This design comes from an exercise in tuning for small area and a short achievable clock period on the open sky130 flow, not from production work.
Only simulation tests tie the RTL to the original design; equivalence was not proved.
Power and IR drop assume default switching activity.

===== flow/config.mk =====
export PLATFORM = sky130hd
export DESIGN_NAME = alu
export DESIGN_NICKNAME = alu
export VERILOG_FILES = /design/flow/design.v
export SDC_FILE = /design/flow/constraint.sdc
export NUM_CORES = 4
export LEC_CHECK = 0
export CAP_MARGIN = 20
export CORE_MARGIN = 2
export CORE_UTILIZATION = 40
export SLEW_MARGIN = 20

===== flow/constraint.sdc =====
create_clock -name core_clock -period 10.0 [get_ports {CLK}]
set_input_delay 2.0000 -clock core_clock [delete_from_list [all_inputs] [get_ports {CLK}]]
set_output_delay 2.0000 -clock core_clock [all_outputs]
set_load 0.01 [all_outputs]

===== flow/design.v =====
module alu #(parameter N = 16)
(
    input  [N-1:0] OPA, OPB,
    input CIN, CLK, RST, CE, MODE,
    input [3:0] CMD,
    input [1:0] INP_VALID,
    output reg COUT,
    output reg OFLOW,
    output reg G,
    output reg L,
    output reg E,
    output reg ERR,
    output reg overflow,
    output reg [2*N:0] RES);
    reg [15:0] a, b;
    reg [3:0]  cmd;
    reg        mode, cin;
    reg [1:0]  iv;
    reg        mip;
    reg [24:0] acc;
    wire v11 = (iv == 2'b11);
    wire v01 = (iv == 2'b01);
    wire v10 = (iv == 2'b10);
    wire is_mul = mode & v11 & ((cmd == 4'd9) | (cmd == 4'd10));
    wire start = ~mip & is_mul;
    always @(posedge CLK or posedge RST) begin
        if (RST) iv <= 2'b00;
        else if (CE & ~start) iv <= INP_VALID;
    end
    always @(posedge CLK) begin
        if (CE & ~start) begin
            a <= OPA; b <= OPB; cmd <= CMD; mode <= MODE; cin <= CIN;
        end
    end
    wire op9 = cmd[0];
    wire [7:0]  msel = mip ? b[15:8] : b[7:0];
    wire [16:0] rowa = mip ? acc[24:8] : (op9 ? {1'b0, a} : 17'd0);
    wire [15:0] rowb = (~mip & op9) ? b : 16'd0;
    wire        mc   = ~mip & op9;
    wire [24:0] x = a * msel + rowa + rowb + mc;
    always @(posedge CLK) begin
        if (~mip) acc <= x;
    end
    wire [32:0] prod = {x, acc[7:0]};
    wire incdec = ~v11;                  
    wire dec = cmd[0];                   
    wire sgn = (cmd == 4'd11) | (cmd == 4'd12);  
    wire sub = v11 & (cmd[3] ? cmd[2] : cmd[0]);  
    wire [15:0] xo = v01 ? b : a;
    wire [16:0] xs = {sgn & a[15], xo};
    wire [16:0] yb = {sgn & b[15], b};
    wire [16:0] ys = incdec ? {17{dec}} : (sub ? ~yb : yb);
    wire        cs = incdec ? ~dec :
                     (cmd[1] & ~cmd[3]) ? (cin ^ cmd[0]) : sub;
    wire [16:0] s = xs + ys + cs;
    wire [15:0] ca = {a[15] ^ sgn, a[14:0]};
    wire [15:0] cb = {b[15] ^ sgn, b[14:0]};
    wire eq = (a == b);
    wire lt = (ca < cb);
    wire a_one = &a, b_one = &b, a_zero = ~|a, b_zero = ~|b;
    wire [3:0] ramt = cmd[0] ? b[3:0] : (4'd0 - b[3:0]);
    wire [31:0] rr = {a, a} >> ramt;
    wire [15:0] rot = rr[15:0];
    wire big = |b[15:4];
    reg [32:0] rn;
    reg cn, on, gn, ln, en, errn, ovn;
    always @* begin
        rn = 33'd0; cn = 1'b0; on = 1'b0; gn = 1'b0; ln = 1'b0; en = 1'b0; errn = 1'b0; ovn = 1'b0;
        if (mip) begin
            rn = op9 ? prod : {prod[31:0], 1'b0};
        end else if (iv == 2'b00) begin
            rn = RES;
        end else if (mode) begin
            if (v11) begin
                case (cmd)
                    4'd0: begin rn = {RES[32:17], s}; cn = s[16]; end
                    4'd1: begin rn = {{16{s[16]}}, s}; on = lt; end
                    4'd2: rn = {16'd0, s};
                    4'd3: begin rn = {{16{s[16]}}, s}; on = s[16] & ~(cin & b_one); end
                    4'd8: begin en = eq; gn = ~eq & ~lt; ln = lt; end
                    4'd9, 4'd10: rn = RES;
                    4'd11: begin rn = {{16{s[16]}}, s}; ovn = (a[15] == b[15]) & (s[15] != a[15]);
                                 en = eq; gn = ~eq & ~lt; ln = lt; end
                    4'd12: begin rn = {{16{s[16]}}, s}; ovn = (a[15] != b[15]) & (s[15] != a[15]);
                                 en = eq; gn = ~eq & ~lt; ln = lt; end
                    default: errn = 1'b1;
                endcase
            end else if (v01) begin
                case (cmd)
                    4'd6: begin rn = {17'd0, s[15:0]}; errn = b_one; end
                    4'd7: begin rn = {17'd0, s[15:0]}; on = b_zero; end
                    default: errn = 1'b1;
                endcase
            end else begin
                case (cmd)
                    4'd4: begin rn = {17'd0, s[15:0]}; errn = a_one; end
                    4'd5: begin rn = {17'd0, s[15:0]}; on = a_zero; errn = a_zero; end
                    default: errn = 1'b1;
                endcase
            end
        end else begin
            if (v11) begin
                case (cmd)
                    4'd0: rn = {17'd0, a & b};
                    4'd1: rn = {17'd0, ~(a & b)};
                    4'd2: rn = {17'd0, a | b};
                    4'd3: rn = {17'd0, ~(a | b)};
                    4'd4: rn = {17'd0, a ^ b};
                    4'd5: rn = {17'd0, ~(a ^ b)};
                    4'd12, 4'd13: begin rn = big ? 33'd0 : {17'd0, rot}; errn = big; end
                    default: errn = 1'b1;
                endcase
            end else if (v01) begin
                case (cmd)
                    4'd7:  rn = {17'd0, ~b};
                    4'd10: rn = {18'd0, b[15:1]};
                    4'd11: rn = {16'd0, b, 1'b0};
                    default: errn = 1'b1;
                endcase
            end else begin
                case (cmd)
                    4'd6: rn = {17'd0, ~a};
                    4'd8: rn = {18'd0, a[15:1]};
                    4'd9: rn = {16'd0, a, 1'b0};
                    default: errn = 1'b1;
                endcase
            end
        end
    end
    always @(posedge CLK or posedge RST) begin
        if (RST) begin
            RES <= 0; COUT <= 0; OFLOW <= 0; G <= 0; L <= 0; E <= 0; ERR <= 0; overflow <= 0;
            mip <= 0;
        end else if (CE) begin
            RES <= rn; COUT <= cn; OFLOW <= on; G <= gn; L <= ln; E <= en; ERR <= errn; overflow <= ovn;
            mip <= start;
        end
    end
endmodule

===== flow/run.sh =====
#!/bin/bash
# synth_recipe.tcl (not shown) runs the flow's synth.tcl, then flattens the netlist and writes it again
# the make line also repeats each setting of config.mk as NAME=value (left out here)
make -C /OpenROAD-flow-scripts/flow DESIGN_CONFIG=/design/flow/config.mk WORK_HOME=/design/flow/orfs CLKGATE_MAP_FILE= SYNTH_SCRIPT=/design/flow/synth_recipe.tcl finish

==> flow_summary_export.csv <==
group,metric,value,unit
status,status,"timing/DRC/antenna clean",
clocking,hold_buffers,0,
clocking,cts_tree,"done",
timing,finalCritPeriodShare,68.40,%
timing,worst_pin_slew,1.056,ns
yosys,synth_top_area_share,16.34,%
power_and_ir_drop,p_per_area,298.4,nW/um^2
worst_setup_path,worstSetupPathType,"register to register",
placed_design,gp_congestion,1.001,
drt,wl_met1,19900,um
global_routing,antenna_found_initial,0,
worst_setup_path,crit_path_start,"b[0]",
worst_setup_path,required,10.14,ns
timing,setup_viol,0,
yosys,syn_avg_cell_area,8.540,um^2
worst_setup_path,rrSetupSlack,3.16,ns
drt,routed_wl,48950,um
hold_path,hold_class,"register to register",
drt,met3_length,3871,um
clocking,post-cts-setup-buffer-count,0,
yosys,ys_ff_latch,106,
yosys,synth_cell_types,81,
timing,max-slew-margin-rel,29.18,%
drt,first_pass_iters,8,
yosys,syn_area,14460,um^2
worst_setup_path,cp-end-kind,"register",
die,num_io_pins,83,
final_layout,syn_to_final_growth,10.18,%
timing,finalHoldViolCount,0,
clocking,cts.clk_slew.worst_paths,0.07,ns
drt,drc,0,
clocking,clk_latency,0.39,ns
final_layout,diodes,0,
clocking,clockBufferDepth,2,
worst_setup_path,crit_family,"adder cells",
flow_run,max-cap-violations,0,
global_routing,grtUsageTotal,26.44,%
worst_setup_path,timing.critical_path.buf_inv,6,
clocking,htreeDepth,3,
global_routing,grt_pass1_vias,13070,
timing,tns,0,ns
clocking,cts_made_buffers,9,
yosys,async_flop_share,40.57,%
power_and_ir_drop,power.leakage,6.896,nW
timing,clock_skew,0.009754,ns
die,core_area,35570,um^2
global_routing,grt_pass1_wl,77100,um
drt,wl_per_cell,22.57,um
die,die_x,194.1,um
yosys,ys_seq_area_share,20.53,%
yosys,syn_nets,1979,
placed_design,io_buffers,82,
timing,grt_setup_unrepaired,"false",
worst_setup_path,worstPathArrival,6.98,ns
worst_setup_path,cp_common_cell,"fa_1",
worst_setup_path,crit_chain,"inv_2 -> o21ai_1 -> buf_4 -> nand2_1 -> fa_1 -> inv_1 -> fa_1 -> fa_1 -> fa_1 -> inv_1 -> fa_1 -> inv_1 -> ha_1 -> a21oi_1 -> o211ai_1 -> a22o_1 -> o21a_1 -> a2111oi_4 -> o21ai_1 -> a21o_1 -> xnor2_1 -> inv_1",
timing,max_freq,146.2,MHz
timing,finalCriticalPeriod,6.840,ns
worst_setup_path,cpPeakStageDelay,0.94,ns
final_layout,postLayoutCoreUtil,44.79,%
drt,via_per_inst,5.964,
die,die-area,37680,um^2
die,core.rowCount,69,
yosys,yosysWarnings,1,
yosys,synth-edff-count,63,
drt,highest_layer,"met4",
yosys,yosysTopAreaCell,"fa_1",
worst_setup_path,startpoint_type,"register",
global_routing,grt_max_degree,64,
yosys,syn_inst,1693,
worst_setup_path,critPathMaxFanout,18,
clocking,cts.sinks,106,
worst_setup_path,r2r_end,"acc[24]",
drt,wl_met2,23100,um
global_routing,grt-ovfl-total,0,
placed_design,hpwl,36590,um
clocking,cts_resized,0,
worst_setup_path,slowest_stage,"edfxtp_1",
power_and_ir_drop,finalPower,4.754,mW
clocking,cts.root.buffer_cell,"clkbuf_16",
drt,num_vias,12940,
timing,finalMaxSlewViolations,0,
worst_setup_path,reg2reg_depth,22,
yosys,ys.flop_type,"edfxtp_1",
drt,drt_iter0_drc,1335,
die,initial_core_util,40.65,%
worst_setup_path,worst-path-stages,22,
final_layout,final_nets,1989,
power_and_ir_drop,vdd_drop_max,0.3336,mV
drt,detail-route-antenna-nets,0,
final_layout,drive_above_1_share,6.557,%
yosys,synthTopCellsByArea,"fa_1 16%, edfxtp_1 13%, ha_1 11%",
worst_setup_path,rr_startpoint,"b[0]",
die,die_height,194.1,um
worst_setup_path,crit_end,"acc[24]",
==> metal layers <==
layer	vias to the layer above	GRT usage, %
met3	115	4.470
li1	5825	-
met1	6380	33.99
met2	616	43.51
met5	-	0
met4	0	12.21
==> placed cells by master, fill, tap and decap left out, drive strengths merged, types with 14 or more instances in the layout <==
master         instances
a21o                  15
a21oi                105
a221oi                37
a22oi                 19
a31oi                 16
and2                  15
buf                   38
clkdlybuf4s50         82
dfrtp                 43
edfxtp                63
fa                   118
ha                   125
inv                  158
mux2i                 32
mux4                  16
nand2                179
nand2b                14
nand3                 40
nor2                 200
nor2b                 15
nor3                  16
o21ai                 96
o22ai                 26
xnor2                 78
==> power by group <==
group / internal, mW / switching (mW) / leakage [nW] / total (mW)
registers: 0.709 / 0.0980 / 1.15 / 0.807
logic: 1.55 / 2.04 / 5.60 / 3.59
clock network: 0.178 / 0.182 / 0.142 / 0.360
==> cell usage after synthesis, drive strengths merged, types with 40 or more instances <==
library cell  count
clkbuf           78
dfrtp            43
nor2            200
inv             156
nand2           179
ha              125
buf              43
xnor2            78
a21oi           105
nand3            40
fa              118
edfxtp           63
o21ai            96
==> kinds of logic after synthesis <==
kind of cell               Yosys count  synth area share (%)
muxes                               61                 5.746
DFF                                106                 20.53
AOI/OAI and AO/OA                  382                 17.16
and+or+nand+nor                    532                 16.25
adders and majority gates          243                 27.15
xor gates and xnor gates            86                 5.391
buffers and inverters              283                 7.771
==> worst min-delay path by stage <==
| stage | cells after the start | to | slack [ns] | start |
|---|---|---|---|---|
| floorplan | 2 | RES[7] | 0.52 | RES[7] |
| global placement | 2 | RES[7] | 0.49 | RES[7] |
| detailed placement | 2 | RES[7] | 0.48 | RES[7] |
| CTS | 2 | RES[7] | 0.51 | RES[7] |
| global route | 2 | RES[7] | 0.53 | RES[7] |
| finish | 2 | RES[7] | 0.50 | RES[7] |
==> metrics by stage <==
step	hold slack [ns]	std cells	cell area [um^2]	worst slack, ns
finish	0.4952	2169	15930	3.160
global route	0.5317	2169	15930	2.641
CTS	0.5050	2169	15920	3.181
detailed placement	0.4836	2153	15640	3.199
global placement	0.4900	2153	15640	3.275
floorplan	0.5171	1693	14460	3.446
==> worst reg2reg max path, delay by kind of cell, from the launching register on <==
family | cells | cell delay [ns]
AND/OR/NAND/NOR | 1 | 0.12
buffers and inverters | 6 | 0.79
adder cells (fa/ha/maj) | 6 | 2.87
XOR/XNOR | 1 | 0.17
flip-flops | 1 | 0.94
AO/OA/AOI/OAI | 8 | 1.70
==> cell type report <==
cell class / instances / area [um^2]
Inverter: 162 / 609.3
Tap cell: 461 / 576.8
Fill cell: 3546 / 19640
Clock buffer: 11 / 242.7
Timing Repair Buffer: 120 / 1106
Multi-Input combinational cell: 1304 / 10390
Sequential cell: 106 / 2969
Clock inverter: 5 / 36.28
==> registers in the layout, summed over array words and instances (netlist names) <==
| register | count |
|---|---|
| b | 16 |
| mip | 1 |
| cmd | 4 |
| acc | 25 |
| overflow | 1 |
| mode | 1 |
| cin | 1 |
| ERR | 1 |
| RES | 33 |
| a | 16 |
| OFLOW | 1 |
| G | 1 |
| COUT | 1 |
| iv | 2 |
| L | 1 |
| E | 1 |

static timing again, ports no longer ideal:
The results above use ideal ports. As a check the final layout listed here was re-extracted and re-timed, cells and wires unchanged.
Step 1 sets driving cells, clkbuf_16 on the clock port and buf_2 on the other inputs (assumed; they add their load-dependent delay and slew).
Step 2, shift: input delay + t, output delay - t, t = (earliest + latest rising clock arrival at the registers) / 2. This alone moves slack from input paths to output paths.
Slacks: no drivers / after step 1 / after step 2; pairs: no drivers / after step 1.
t (ns): 0.436
setup WS [ns]: 3.160 / 3.160 / 3.160
hold WS [ns]: 0.495 / 0.495 / 0.495
latest minus earliest clock arrival (ns): 0.010 / 0.010
After both steps this run still meets setup and hold. For this run, drivers alone change the setup slack by 0.000 ns; drivers and shift together by 0.000 ns.
